Context: an optimization exercise on an open-source flow, tuned for small area, a short achievable clock period and few clock cycles per item. The choices shown serve that exercise and are no tape-out recipe. No functional check of the RTL was part of any run shown here.

==> flow/design.v (outline; a module is shown in full before it is edited, if it fits) <==
// module filter: 1251 lines
// module filter_fa: 4 lines
// module filter_ha: 4 lines
module filter
	#(parameter DWIDTH = 16)
	(input clk,
		input rst,
		output req_in,
		input ack_in,
		input [0:DWIDTH-1] data_in,
		output req_out,
		input ack_out,
		output [0:DWIDTH-1] data_out);
  // ...
==> flow/flow/run.sh <==
#!/bin/bash
# The standard layout (standard.sh: the standard flow's synthesis and ORFS flow with the
# settings of config.mk), with repair_timing asked for more setup slack than
# config.mk's SETUP_SLACK_MARGIN may ask for. The make output goes to
# standard_flow.log; ORFS's own logs stay under orfs/logs.
set -euo pipefail
MARGIN=$(cat flow/margin)
bash standard.sh SETUP_SLACK_MARGIN=$MARGIN finish > standard_flow.log 2>&1
==> flow/flow/margin <==
7
==> flow/standard.sh <==
#!/bin/bash
# synth_recipe.tcl (not shown) runs the flow's synth.tcl, then flattens the netlist and writes it again
# the make line also repeats each setting of config.mk as NAME=value (left out here)
make -C /OpenROAD-flow-scripts/flow DESIGN_CONFIG=/design/flow/config.mk WORK_HOME=/design/flow/orfs CLKGATE_MAP_FILE= SYNTH_SCRIPT=/design/flow/synth_recipe.tcl "${@:-finish}"
==> flow/config.mk <==
export PLATFORM = sky130hd
export DESIGN_NAME = filter
export DESIGN_NICKNAME = filter
export VERILOG_FILES = /design/flow/design.v
export SDC_FILE = /design/flow/constraint.sdc
export NUM_CORES = 4
export LEC_CHECK = 0
export ABC_AREA = 1
export CAP_MARGIN = 20
export CORE_MARGIN = 2
export CORE_UTILIZATION = 40
export SLEW_MARGIN = 20
export SYNTH_HIERARCHICAL = 1
export SYNTH_MEMORY_MAX_BITS = 16384
export SYNTH_MINIMUM_KEEP_SIZE = 0
==> flow/constraint.sdc <==
create_clock -name core_clock -period 11.0 [get_ports {clk}]
set_input_delay 2.2000 -clock core_clock [delete_from_list [all_inputs] [get_ports {clk}]]
set_output_delay 2.2000 -clock core_clock [all_outputs]
set_load 0.01 [all_outputs]
==> impl_metrics.tcl, run 1 <==
set metrics [dict create \
    seqCellArea_mm2 0.00700 \
    clkCellAreaFrac 0.0342 \
    cp.required_ns 11.31 \
    yosysTopAreaCellShare 0.187 \
    drc 0 \
    fp.dieArea_mm2 0.0672 \
    rr_endpoint "cs2[18]$_DFFE_PN_" \
    finalMaxSlewViolations 0 \
    vias 24300 \
    portBuffers 37 \
    dr.first_iter.drc_count 2976 \
    clk_path_buf_depth 3 \
    htreeDepth 1 \
    stdcell_count 4148 \
    final_common_cell "nand2_1" \
    syn_inst 3242 \
    top_usage_layer "met2" \
    clk_pin_slew_ns 0.07 \
    comb.multi_input.count 2489 \
    crit_start "e1[12]$_DFFE_PN_" \
    status "no timing/DRC/antenna violations" \
    vias_per_cell 5.86 \
    ys_types 51 \
    synth_edf_count 162 \
    clock-sinks 268 \
    period_share 0.366 \
    crit_fanout 7 \
]
==> inputs of run 2 (changes only) <==
--- a/flow/design.v
+++ b/flow/design.v
@@ -352,41 +352,43 @@
 			for (k = 0; k < 8; k = k + 1) begin
 				booth[3*k] = b[2*k+1] ^ b[2*k];
 				booth[3*k+1] = (b[2*k+2] & ~b[2*k+1] & ~b[2*k]) | (~b[2*k+2] & b[2*k+1] & b[2*k]);
 				booth[3*k+2] = b[2*k+2];
 			end
 		end
 	endfunction
 	reg ph;                  
-	reg first;               
+	reg vr, vt, vd;          
 	reg [7:0] l;             
+	reg pend;                
 	reg [7:0] a1_n, a2_n;    
 	reg rst_r;               
-	reg sht;                 
 	reg [21-1:0] e1;
 	reg [24-1:0] e2;
 	reg [15:0] r0, r1, r2, r3;
 	reg [30:0] cs0, cs1;
 	reg [20:11] cs2;       
 	reg [30:0] acc;
 	reg [15:0] din;          
 	reg dv;                  
 	reg rqi, rqo;            
 	reg rqi_n, rqo_n;        
-	reg occ;                 
-	reg [15:0] out;
+	reg [15:0] q0, q1, q2;   
+	reg [1:0] cnt;           
 	assign req_in = rqi;
 	assign req_out = rqo;
-	assign data_out = out;
-	wire en = ~(ph ? (occ & ~first) : (sht & ~dv));
-	wire load = en & ph & ~first;
-	wire shift = en & ~ph & sht;
+	assign data_out = q0;
+	wire take = ~rqi_n & ack_in;
+	wire go = ({1'b0, cnt} + vd + vt <= 3'd2) & (~pend | dv | take);
+	wire shift = ~ph & vr & pend;
+	wire push = ph & vd;
+	wire pop = ~rqo_n & ack_out;
 	wire [7:0] l_next = (l < 8'd13) ? l + 8'd147 : l - 8'd13;
-	wire [7:0] a_next = ph ? l_next : 8'd160 - l;
+	wire [7:0] a_next = ph ? l : 8'd160 - l;
 	wire [13:0] c1 = rom1(~a1_n);
 	wire [23:0] e1n = booth({c1[13], c1[13], c1});
 	wire [23:0] e2n = booth(rom2(~a2_n));
 	wire [15:0] xa = r0;
 	wire [15:0] xb = r1;
 	wire [30:0] t0, t1;
 	wire [20:11] t2;
 	wire [30:0] ag;
@@ -1165,91 +1167,110 @@
 	filter_fa u_b26 (.a(ag[26]), .b(as[26]), .ci(ac[26]), .s(bs[26]), .co(bc[27]));
 	filter_fa u_b27 (.a(ag[27]), .b(as[27]), .ci(ac[27]), .s(bs[27]), .co(bc[28]));
 	filter_fa u_b28 (.a(ag[28]), .b(as[28]), .ci(ac[28]), .s(bs[28]), .co(bc[29]));
 	filter_fa u_b29 (.a(ag[29]), .b(as[29]), .ci(ac[29]), .s(bs[29]), .co(bc[30]));
 	assign bs[30] = ag[30] ^ as[30] ^ ac[30];
 	assign bc[0] = 1'b0;
 	assign ag = ph ? acc : 31'h2aac0000;
 	wire [30:0] sum = bs + bc;
+	wire [15:0] y = sum[30:15];
 	wire rqi_next = ~rqi_n ? ~ack_in : (~ack_in & (~dv | shift));
-	wire occ_next = load | (occ & ~(~rqo_n & ack_out));
-	wire rqo_next = ~rqo_n ? ~ack_out : (~ack_out & (occ | load));
+	wire rqo_next = ~rqo_n ? ~ack_out : (~ack_out & ((cnt != 2'd0) | push));
 	always @(posedge clk) begin
-		if (en) begin
-			e1 <= e1n[21-1:0];
-			e2 <= e2n;
-			cs0 <= t0;
-			cs1 <= t1;
-			cs2 <= t2;
-		end
+		e1 <= e1n[21-1:0];
+		e2 <= e2n;
+		cs0 <= t0;
+		cs1 <= t1;
+		cs2 <= t2;
 		if (~ph)
 			acc <= sum;
 		if (~rqi_n)
 			din <= data_in;
+		a1_n <= ~a_next;
+		a2_n <= ~a_next;
 		rst_r <= rst;
 		if (rst_r) begin
 			r0 <= 16'd0;
 			r1 <= 16'd0;
 			r2 <= 16'd0;
 			r3 <= 16'd0;
-			out <= 16'd0;
-		end else begin
-			if (en) begin
-				if (ph) begin
-					r0 <= r3;
-					r1 <= r2;
-					r2 <= r0;
-					r3 <= r1;
-				end else if (sht) begin
-					r0 <= din;
-					r1 <= r2;
-					r2 <= r3;
-					r3 <= r1;
-				end else begin
-					r0 <= r2;
-					r1 <= r3;
-					r2 <= r1;
-					r3 <= r0;
-				end
+		end else if (ph) begin
+			if (vt) begin
+				r0 <= r3;
+				r1 <= r2;
+				r2 <= r0;
+				r3 <= r1;
 			end
-			if (load)
-				out <= sum[30:15];
+		end else if (vt) begin
+			if (shift) begin
+				r0 <= din;
+				r1 <= r2;
+				r2 <= r3;
+				r3 <= r1;
+			end else begin
+				r0 <= r2;
+				r1 <= r3;
+				r2 <= r1;
+				r3 <= r0;
+			end
+		end else if (shift) begin
+			r0 <= din;
+			r1 <= r0;
+			r2 <= r1;
+			r3 <= r2;
+		end
+		if (pop) begin
+			q0 <= (cnt[1] | ~push) ? q1 : y;
+			q1 <= (cnt == 2'd3 | ~push) ? q2 : y;
+			if (cnt == 2'd3)
+				q2 <= y;
+		end else if (push) begin
+			if (cnt == 2'd0)
+				q0 <= y;
+			if (cnt == 2'd1)
+				q1 <= y;
+			if (cnt == 2'd2)
+				q2 <= y;
 		end
 		if (rst) begin
 			ph <= 1'b0;
-			first <= 1'b1;
+			vr <= 1'b1;
+			vt <= 1'b0;
+			vd <= 1'b0;
 			l <= 8'd0;
+			pend <= 1'b0;
 			a1_n <= 8'hff;
 			a2_n <= 8'hff;
-			sht <= 1'b0;
 			dv <= 1'b0;
 			rqi <= 1'b0;
 			rqi_n <= 1'b1;
 			rqo <= 1'b0;
 			rqo_n <= 1'b1;
-			occ <= 1'b1;
+			q0 <= 16'd0;
+			cnt <= 2'd1;
 		end else begin
-			if (en) begin
-				ph <= ~ph;
-				a1_n <= ~a_next;
-				a2_n <= ~a_next;
-				if (ph) begin
-					first <= 1'b0;
-					sht <= (l >= 8'd13);
+			ph <= ~ph;
+			if (ph) begin
+				vr <= go;
+				vd <= vt;
+			end else begin
+				vt <= vr;
+				if (vr) begin
 					l <= l_next;
+					pend <= (l >= 8'd13);
 				end
 			end
-			if (~rqi_n & ack_in)
+			if (take)
 				dv <= 1'b1;
 			else if (shift)
 				dv <= 1'b0;
 			rqi <= rqi_next;
 			rqi_n <= ~rqi_next;
-			occ <= occ_next;
+			cnt <= cnt + push - pop;
 			rqo <= rqo_next;
 			rqo_n <= ~rqo_next;
 		end
 	end
 endmodule
 module filter_fa(input a, input b, input ci, output s, output co);
 	assign s = a ^ b ^ ci;
 	assign co = (a & b) | (a & ci) | (b & ci);
==> impl_metrics.tcl, run 2 <==
set metrics [dict create \
    tightest_slew_ns 1.10 \
    crit_family "adder cells" \
    crit_start "r1[0]$_SDFFE_PP0P_" \
    io_pins 38 \
    cts_root_buffer "clkbuf_16" \
    final-hold-violation-count 0 \
    fp.dieArea_mm2 0.0689 \
    setup_viol 0 \
    fin_skew_ns 0.0272 \
    dp_hpwl_um 71500 \
    vias 24600 \
    fp.dieH_um 263 \
    crit_top_cell "fa_1" \
    area_growth_syn_to_layout_pct 8.40 \
    cp.required_ns 11.43 \
    dr.pass1.iters 6 \
    layout_common_cells "750 x nand2_1, 296 x inv_1, 244 x xor2_1" \
    critPathArrivalTime_ns 4.40 \
    fin_setup_tns_ns 0 \
    syn_avg_cell_area_um2 7.89 \
    yosys-top-cells-area "fa_1 18%, dfxtp_1 17%, nand2_1 11%, edfxtp_1 8.9%, xor2_1 8.0%" \
    finalMaxSlewViolations 0 \
    vias_per_cell 5.86 \
    ys_ff_latch 303 \
    clock.fmax_mhz 252 \
    ant_nets 0 \
    async_flop_share 0 \
    antenna_found_initial 0 \
    maxSlewHeadroom 0.268 \
    start_kind "flop" \
    finish.instance_area_mm2 0.0290 \
    clkLatencyLatePin_ns 0.56 \
    yosysTopAreaCell "fa_1" \
    largestRegisters "acc: 31 flops, cs0: 31 flops, cs1: 31 flops" \
    rr_startpoint "r1[0]$_SDFFE_PP0P_" \
    initial_utilization 0.405 \
    synth_ff_type "dfxtp_1" \
    totalWireLength_um 96900 \
    yosysMostFrequentCell "nand2_1" \
    reg2reg_depth 9 \
    placed_cell_area_mm2 0.0276 \
    grt_usage 0.274 \
    cts_buffers 37 \
    drv_cap 0 \
    grt_max_degree 75 \
    gr-usage-met2 0.421 \
    layout-drive-gt1-share 0.0632 \
    cts_hold_buf 0 \
    path_buf_inv 1 \
    rows 94 \
    globalRouteOverflowTotal 0 \
    top_usage_layer "met2" \
    core_mm2 0.0660 \
    nets 3667 \
    drt-wirelength-per-cell_um 23.0 \
    rsz0062_at_grt "true" \
    clk_path_buf_depth 3 \
    critPathCaptureType "flop" \
    syn_inst 3388 \
    clock-sinks 303 \
    drc 0 \
    ys_types 55 \
    met1_usage 0.359 \
    crit_fanout 11 \
    path_depth 9 \
    clk_pin_slew_ns 0.06 \
    slowest_delay_ns 0.69 \
    dr.first_iter.drc_count 2912 \
    portBuffers 37 \
    crit_path_end "cs2[16]$_DFF_P_" \
    rr_endpoint "cs2[16]$_DFF_P_" \
    post-place-ws_ns 6.21 \
    fin_crit_ns 3.97 \
    gp_congestion 1.07 \
    yosysTopAreaCellShare 0.180 \
    hold_path.class "flop to flop" \
    slowest_stage "dfxtp_1" \
    synth_edf_count 79 \
    path_class "flop to flop" \
    final_common_cell "nand2_1" \
    netlist_area_mm2 0.0267 \
    yosysWarnings 7 \
    grt_pass1_vias 24000 \
    synth_common_cells "751 x nand2_1, 301 x inv_1, 244 x xor2_1, 240 x fa_1, 229 x o22ai_1" \
    grt_pass1_wl_um 147000 \
    die_width_um 263 \
    fin_ws_ns 7.03 \
    htreeDepth 2 \
    cts_tree "done" \
    gr-usage-met3 0.0568 \
    regToRegSetupSlack_ns 7.03 \
    status "no timing/DRC/antenna violations" \
    n_antenna_cell 0 \
    yosysSeqAreaShare 0.256 \
    period_share 0.361 \
    crit_chain "clkinv_2 > o22ai_1 > xor2_1 > fa_1 > fa_1 > fa_1 > fa_1 > fa_1 > ha_1" \
]
run 2: changes by cell type after synthesis, sizes merged, moves of 12 or more:
cell	previous run	this run
nand2	792	768
o21ai	193	153
o21a	14	2
a21oi	137	183
o22ai	212	229
nand3	212	169
nor2	183	233
edfxtp	162	79
a221oi	4	31
dfxtp	106	224
inv	271	321
o211ai	14	69
run 2: stage by stage:
| stage | util | cells | hold slack (ns) |
|---|---|---|---|
| 5_1_grt | 0.439 | 4203 | 0.470 |
| 6_report | 0.439 | 4203 | 0.450 |
| 2_1_floorplan | - | 3389 | 0.409 |
| 3_5_place_dp | 0.418 | 4122 | 0.442 |
| 4_1_cts | 0.436 | 4189 | 0.451 |
| 3_3_place_gp | 0.418 | 4122 | 0.439 |
run 2: worst min path at each step:
| stage | start | endpoint | slack, ns | depth (start not counted) |
|---|---|---|---|---|
| detailed placement | l[0]$_SDFFE_PP0P_ | a1_n[0]$_SDFF_PP1_ | 0.44 | 1 |
| CTS | e2[22]$_DFF_P_ | cs0[30]$_DFF_P_ | 0.45 | 1 |
| floorplan | l[0]$_SDFFE_PP0P_ | a1_n[0]$_SDFF_PP1_ | 0.41 | 1 |
| global route | l[0]$_SDFFE_PP0P_ | a1_n[0]$_SDFF_PP1_ | 0.47 | 1 |
| global placement | l[7]$_SDFFE_PP0P_ | l[7]$_SDFFE_PP0P_ | 0.44 | 1 |
| finish | l[0]$_SDFFE_PP0P_ | a1_n[0]$_SDFF_PP1_ | 0.45 | 1 |
run 2: layout make-up:
cell class	count	area (um2)
flip-flops and latches	303	6870
inverters	338	1330
clock inverters	19	165
well taps	864	1080
clock buffers	47	993
multi-input cells	2547	17800
fillers	6745	37000
repair buffers	85	758
run 2: per-layer routing:
layer | wire length, um | share of wire
met1 | 39400 | 0.41
met2 | 41300 | 0.43
met3 | 9720 | 0.10
met4 | 6430 | 0.066
met5 | 0 | 0
run 2: modules after synthesis (local to each module, per instance):
module / copies in the design / flip-flops and latches / cells inside / area, um2
filter: 1 / 303 / 3108 / 21400
filter_fa: 238 / 0 / 1 / 20.0
filter_ha: 42 / 0 / 1 / 12.5
run 2: kinds of logic (layout without fill, tap and decap cells):
| family | after synthesis | after routing | share of synthesized area |
|---|---|---|---|
| buffers and inverters | 540 | 489 | 0.0814 |
| other | 1 | 2 | 0.000140 |
| adders and majority gates | 335 | 335 | 0.224 |
| xor gates and xnor gates | 264 | 264 | 0.0865 |
| DFF | 303 | 303 | 0.256 |
| and+or+nand+nor | 1207 | 1208 | 0.184 |
| AOI/OAI and AO/OA | 736 | 736 | 0.166 |
| muxes | 2 | 2 | 0.000842 |
run 2: what timing repair did:
item	CTS	global route
setup buffers	0	14
gates cloned	1	0
pin swaps	1	0
gates resized for setup	15	19
setup endpoints to repair	55	103
==> inputs of run 3 (changes only) <==
==> flow/flow/margin (replaced) <==
8
==> impl_metrics.tcl, run 3 <==
set metrics [dict create \
    status "no timing/DRC/antenna violations" \
    die_width_um 263 \
    drt-wirelength-per-cell_um 24.3 \
    synth_common_cells "751 x nand2_1, 301 x inv_1, 244 x xor2_1, 240 x fa_1, 229 x o22ai_1" \
    yosysTopAreaCellShare 0.180 \
    ant_nets 0 \
    start_kind "flop" \
    globalRouteOverflowTotal 0 \
    htreeDepth 2 \
    area_growth_syn_to_layout_pct 26.4 \
    critPathArrivalTime_ns 3.97 \
    yosysWarnings 7 \
    vias 25800 \
    crit_fanout 6 \
    initial_utilization 0.405 \
    rsz0062_at_grt "true" \
    n_antenna_cell 0 \
    layout_common_cells "655 x nand2_1, 240 x inv_1, 200 x xor2_1" \
    path_class "flop to flop" \
    clock-sinks 303 \
    critPathCaptureType "flop" \
    syn_inst 3388 \
    fin_crit_ns 3.48 \
    cts_root_buffer "clkbuf_16" \
    clk_pin_slew_ns 0.06 \
    drc 0 \
    rows 94 \
    finish.instance_area_mm2 0.0338 \
    maxSlewHeadroom 0.227 \
    portBuffers 37 \
    layout-drive-gt1-share 0.280 \
    netlist_area_mm2 0.0267 \
    yosysTopAreaCell "fa_1" \
    io_pins 38 \
    clkLatencyLatePin_ns 0.57 \
    clock.fmax_mhz 287 \
    antenna_found_initial 1 \
    yosysMostFrequentCell "nand2_1" \
    finalMaxSlewViolations 0 \
    fp.dieH_um 263 \
    period_share 0.316 \
    clk_path_buf_depth 3 \
    core_mm2 0.0660 \
    largestRegisters "acc: 31 flops, cs0: 31 flops, cs1: 31 flops" \
    synth_edf_count 79 \
    grt_usage 0.291 \
    grt_max_degree 74 \
    final-hold-violation-count 0 \
    ys_ff_latch 303 \
    grt_pass1_wl_um 155000 \
    dp_hpwl_um 71800 \
    grt_pass1_vias 24800 \
    setup_viol 0 \
    vias_per_cell 5.93 \
    dr.first_iter.drc_count 3043 \
    synth_ff_type "dfxtp_1" \
    yosys-top-cells-area "fa_1 18%, dfxtp_1 17%, nand2_1 11%, edfxtp_1 8.9%, xor2_1 8.0%" \
    cts_buffers 35 \
    cp.required_ns 11.49 \
    final_common_cell "nand2_1" \
    ys_types 55 \
    tightest_slew_ns 1.16 \
    placed_cell_area_mm2 0.0284 \
    hold_path.class "flop to flop" \
    fin_setup_tns_ns 0 \
    totalWireLength_um 106000 \
    gp_congestion 1.04 \
    yosysSeqAreaShare 0.256 \
    fp.dieArea_mm2 0.0689 \
    dr.pass1.iters 8 \
    nets 3819 \
    cts_tree "done" \
    syn_avg_cell_area_um2 7.89 \
    fin_skew_ns 0.0439 \
    async_flop_share 0 \
    drv_cap 0 \
    cts_hold_buf 0 \
]
[run 3: cell families after synthesis]
kind of cell	Yosys count	synth area share
muxes	2	0.000842
AOI/OAI and AO/OA	736	0.166
buffers and inverters	540	0.0814
adders and majority gates	335	0.224
and+or+nand+nor	1207	0.184
DFF	303	0.256
other	1	0.000140
xor gates and xnor gates	264	0.0865
[run 3: worst max-delay path, stage by stage, from the launching register on]
cell     delay (ns)
dfxtp_4        0.37
inv_8          0.06
buf_4          0.17
o22ai_2        0.21
xor2_1         0.25
fa_1           0.54
fa_2           0.39
fa_2           0.40
fa_2           0.36
fa_2           0.34
ha_2           0.32
[run 3: repair_timing]
item / CTS / global route
setup endpoints to repair: 295 / 210
cloned: 8 / 5
resized for setup: 545 / 236
pin swaps: 101 / 151
setup buffers: 126 / 37
[run 3: modules after synthesis, one instance, submodules excluded]
module | area (um2) | cells inside | flip-flops and latches | times used
filter | 21400 | 3108 | 303 | 1
filter_fa | 20.0 | 1 | 0 | 238
filter_ha | 12.5 | 1 | 0 | 42
[run 3: metal layers]
metal  global-route usage  wire length (um)  vias up
met5                    0                 3        -
met4                0.120              4950        2
met3               0.0611             11400      310
met2                0.442             45900     1587
met1                0.402             43500    12500
li1                     -                 -    11400
[run 3: final timing paths]
| path | to | slack, ns | cells after the start | startpoint |
|---|---|---|---|---|
| max | cs2[17]$_DFF_P_ | 7.52 | 10 | r0[8]$_SDFFE_PP0P_ |
| min | l[7]$_SDFFE_PP0P_ | 0.44 | 1 | l[7]$_SDFFE_PP0P_ |
| max reg2reg | cs2[17]$_DFF_P_ | 7.52 | 10 | r0[8]$_SDFFE_PP0P_ |
| min reg2reg | l[7]$_SDFFE_PP0P_ | 0.44 | 1 | l[7]$_SDFFE_PP0P_ |
[run 3: area by class of cell]
| class | count | area [um2] |
|---|---|---|
| Clock buffer | 45 | 933 |
| Clock inverter | 17 | 140 |
| Fill cell | 6120 | 32200 |
| Inverter | 338 | 1720 |
| Multi-Input combinational cell | 2551 | 20600 |
| Sequential cell | 303 | 7050 |
| Tap cell | 864 | 1080 |
| Timing Repair Buffer | 228 | 2180 |
| Timing Repair inverter | 7 | 63.8 |
[run 3: through the flow]
stage	worst slack [ns]	utilization	instances	hold WS (ns)
finish	7.52	0.512	4353	0.444
global route	7.48	0.512	4353	0.488
CTS	7.62	0.492	4311	0.448
detailed placement	6.79	0.430	4115	0.444
global placement	6.82	0.430	4115	0.439
floorplan	7.67	-	3389	0.409
==> inputs of run 4 (changes only) <==
==> flow/flow/margin (replaced) <==
7.5
==> impl_metrics.tcl, run 4 <==
set metrics [dict create \
    grt_pass1_vias 25100 \
    ys_types 55 \
    ant_nets 0 \
    nets 3841 \
    vias_per_cell 5.86 \
    grt_pass1_wl_um 154000 \
    hold_path.class "flop to flop" \
    cts_root_buffer "clkbuf_16" \
    critPathArrivalTime_ns 4.09 \
    gp_congestion 1.03 \
    rows 94 \
    final_util 0.480 \
    period_share 0.331 \
    layout-drive-gt1-share 0.174 \
    core_mm2 0.0660 \
    fin_crit_ns 3.64 \
    grt_max_degree 75 \
    layout_common_cells "749 x nand2_1, 258 x inv_1, 229 x xor2_1" \
    slowest_stage "fa_2" \
    drv_cap 0 \
    fin_skew_ns 0.0318 \
    placed_cell_area_mm2 0.0276 \
    dp_hpwl_um 72900 \
    start_kind "flop" \
    hp-start "e2[22]$_DFF_P_" \
    io_pins 38 \
    crit_chain "clkinvlp_4 > buf_6 > buf_6 > o22ai_4 > xor2_2 > fa_2 > fa_2 > fa_2 > fa_2 > fa_2 > ha_4" \
    area_growth_syn_to_layout_pct 18.5 \
    fp.dieArea_mm2 0.0689 \
    crit_fanout 7 \
    cts_tree "done" \
    final_common_cell "nand2_1" \
    seqCellArea_mm2 0.00700 \
    syn_inst 3388 \
    yosysWarnings 7 \
    multiInputGateArea_mm2 0.0185 \
    slowest_delay_ns 0.50 \
    synth_ff_type "dfxtp_1" \
    dr.pass1.iters 7 \
    die_width_um 263 \
    netlist_area_mm2 0.0267 \
    clock-sinks 303 \
    syn_avg_cell_area_um2 7.89 \
    ys_ff_latch 303 \
    rsz0062_at_grt "true" \
    finalMaxSlewViolations 0 \
    maxSlewHeadroom 0.350 \
    setup_viol 0 \
    async_flop_share 0 \
    fin_setup_tns_ns 0 \
    critPathCaptureType "flop" \
    yosysTopAreaCell "fa_1" \
    status "no timing/DRC/antenna violations" \
    rr_endpoint "cs2[17]$_DFF_P_" \
    yosysSeqAreaShare 0.256 \
    yosysTopAreaCellShare 0.180 \
    antenna_found_initial 2 \
    totalWireLength_um 104000 \
    fp.dieH_um 263 \
    dr.first_iter.drc_count 3167 \
    fillers 6361 \
    initial_utilization 0.405 \
    rr_startpoint "r0[8]$_SDFFE_PP0P_" \
    portBuffers 37 \
    reg2reg_depth 11 \
    clkLatencyLatePin_ns 0.57 \
    synth_common_cells "751 x nand2_1, 301 x inv_1, 244 x xor2_1, 240 x fa_1, 229 x o22ai_1" \
    cp.required_ns 11.45 \
    clk_path_buf_depth 3 \
    yosys-top-cells-area "fa_1 18%, dfxtp_1 17%, nand2_1 11%, edfxtp_1 8.9%, xor2_1 8.0%" \
    cts_buffers 36 \
    htreeDepth 2 \
    min_path_cells 1 \
    drc 0 \
    drt-wirelength-per-cell_um 23.8 \
    finish.instance_area_mm2 0.0317 \
    largestRegisters "acc: 31 flops, cs0: 31 flops, cs1: 31 flops" \
    min_to "cs0[30]$_DFF_P_" \
    crit_top_cell "fa_2" \
    path_class "flop to flop" \
    clock.fmax_mhz 275 \
    clk_pin_slew_ns 0.06 \
    grt_usage 0.289 \
    regToRegSetupSlack_ns 7.36 \
    cts_hold_buf 0 \
    final-hold-violation-count 0 \
    tightest_slew_ns 0.975 \
    yosysMostFrequentCell "nand2_1" \
    vias 25700 \
    globalRouteOverflowTotal 0 \
    synth_edf_count 79 \
]
-- run 4: cell counts after synthesis --
Identical to the previous run, type by type.
-- run 4: routing by layer --
| layer | wire, um | vias up | global-route usage |
|---|---|---|---|
| met5 | 0 | - | 0 |
| met4 | 7820 | 0 | 0.182 |
| met3 | 10500 | 520 | 0.0592 |
| met2 | 46500 | 1645 | 0.461 |
| met1 | 39400 | 12000 | 0.357 |
| li1 | - | 11500 | - |
-- run 4: what timing repair did --
item,4_1_cts,5_1_grt
gates cloned,8,2
pin swaps,31,44
resized for setup,218,135
endpoints found under the setup margin,176,101
buffers inserted,136,43
-- run 4: worst max path at each step --
| stage | cells past startpoint | start | slack [ns] | to |
|---|---|---|---|---|
| after floorplan | 9 | ack_out | 7.50 | q0[11]$_SDFFE_PP0P_ |
| after global placement | 9 | ack_out | 6.50 | q0[2]$_SDFFE_PP0P_ |
| after detailed placement | 9 | ack_out | 6.42 | q0[2]$_SDFFE_PP0P_ |
| after CTS | 10 | e1[7]$_DFF_P_ | 7.37 | cs2[16]$_DFF_P_ |
| after global routing | 8 | r1[15]$_SDFFE_PP0P_ | 7.23 | cs2[18]$_DFF_P_ |
| final | 11 | r0[8]$_SDFFE_PP0P_ | 7.36 | cs2[17]$_DFF_P_ |
-- run 4: per-stage QoR --
| step | instances | hold slack (ns) | setup slack (ns) |
|---|---|---|---|
| floorplan | 3389 | 0.409 | 7.50 |
| global placement | 4123 | 0.428 | 6.50 |
| detailed placement | 4123 | 0.436 | 6.42 |
| CTS | 4333 | 0.433 | 7.37 |
| global route | 4378 | 0.457 | 7.23 |
| finish | 4379 | 0.445 | 7.36 |
-- run 4: layout make-up --
| type | instances | share of cell area |
|---|---|---|
| diodes | 1 | 0.0000790 |
| clock buffers | 48 | 0.0325 |
| clock inverters | 18 | 0.00561 |
| inverters | 338 | 0.0475 |
| multi-input cells | 2548 | 0.583 |
| flip-flops and latches | 303 | 0.221 |
| well taps | 864 | 0.0341 |
| repair buffers | 251 | 0.0750 |
| repair inverters | 8 | 0.00174 |
-- run 4: modules after synthesis, one instance, submodules excluded --
| module | times used | flip-flops and latches |
|---|---|---|
| filter | 1 | 303 |
| filter_fa | 238 | 0 |
| filter_ha | 42 | 0 |
-- run 4: critical path, delay by kind of cell, from the launching register on --
kind	cells	cell delay [ns]
adders and majority gates	6	2.24
buffers and inverters	3	0.57
DFF	1	0.37
xor gates and xnor gates	1	0.18
AOI/OAI and AO/OA	1	0.17
-- run 4: cell families after synthesis --
kind of cell,Yosys count,share of synthesized area
other,1,0.000140
flip-flops,303,0.256
AND/OR/NAND/NOR,1207,0.184
adder cells (fa/ha/maj),335,0.224
AO/OA/AOI/OAI,736,0.166
multiplexers,2,0.000842
XOR/XNOR,264,0.0865
buffers and inverters,540,0.0814

[port drivers added, routing unchanged]
The flow's constraints put no driver on any port. The routed layouts listed below were extracted and timed again, unchanged, in two steps.
Step 1: set_driving_cell puts a clkbuf_16 on clk and a buf_2 on each other input, an assumption about the parent block.
Step 2 moves the port delays by t, midway between the first and last clock arrival at a register: inputs arrive t later, outputs are due t later. That takes back most of the time a late clock gives input paths.
Three values: ideal ports, drivers, drivers and shift; two values: the first two.
| run | shift t [ns] | slack for setup (ns) | hold WS [ns] | worst setup path at the end | cell pins on the clock port's net |
|---|---|---|---|---|---|
| run 1 | 0.641 | 6.974 / 6.974 / 6.974 | 0.498 / 0.498 / 0.498 | register to register | 1 |
| run 2 | 0.601 | 7.027 / 7.027 / 6.693 | 0.450 / 0.450 / 0.450 | input to register | 1 |
| run 3 | 0.599 | 7.519 / 7.519 / 7.398 | 0.444 / 0.444 / 0.444 | input to register | 1 |
| run 4 | 0.613 | 7.361 / 7.361 / 7.184 | 0.445 / 0.445 / 0.445 | input to register | 1 |
After both steps every run listed still meets setup and hold. For run 2, which loses most, drivers alone change the setup slack by 0.000 ns; drivers and shift together by -0.334 ns.
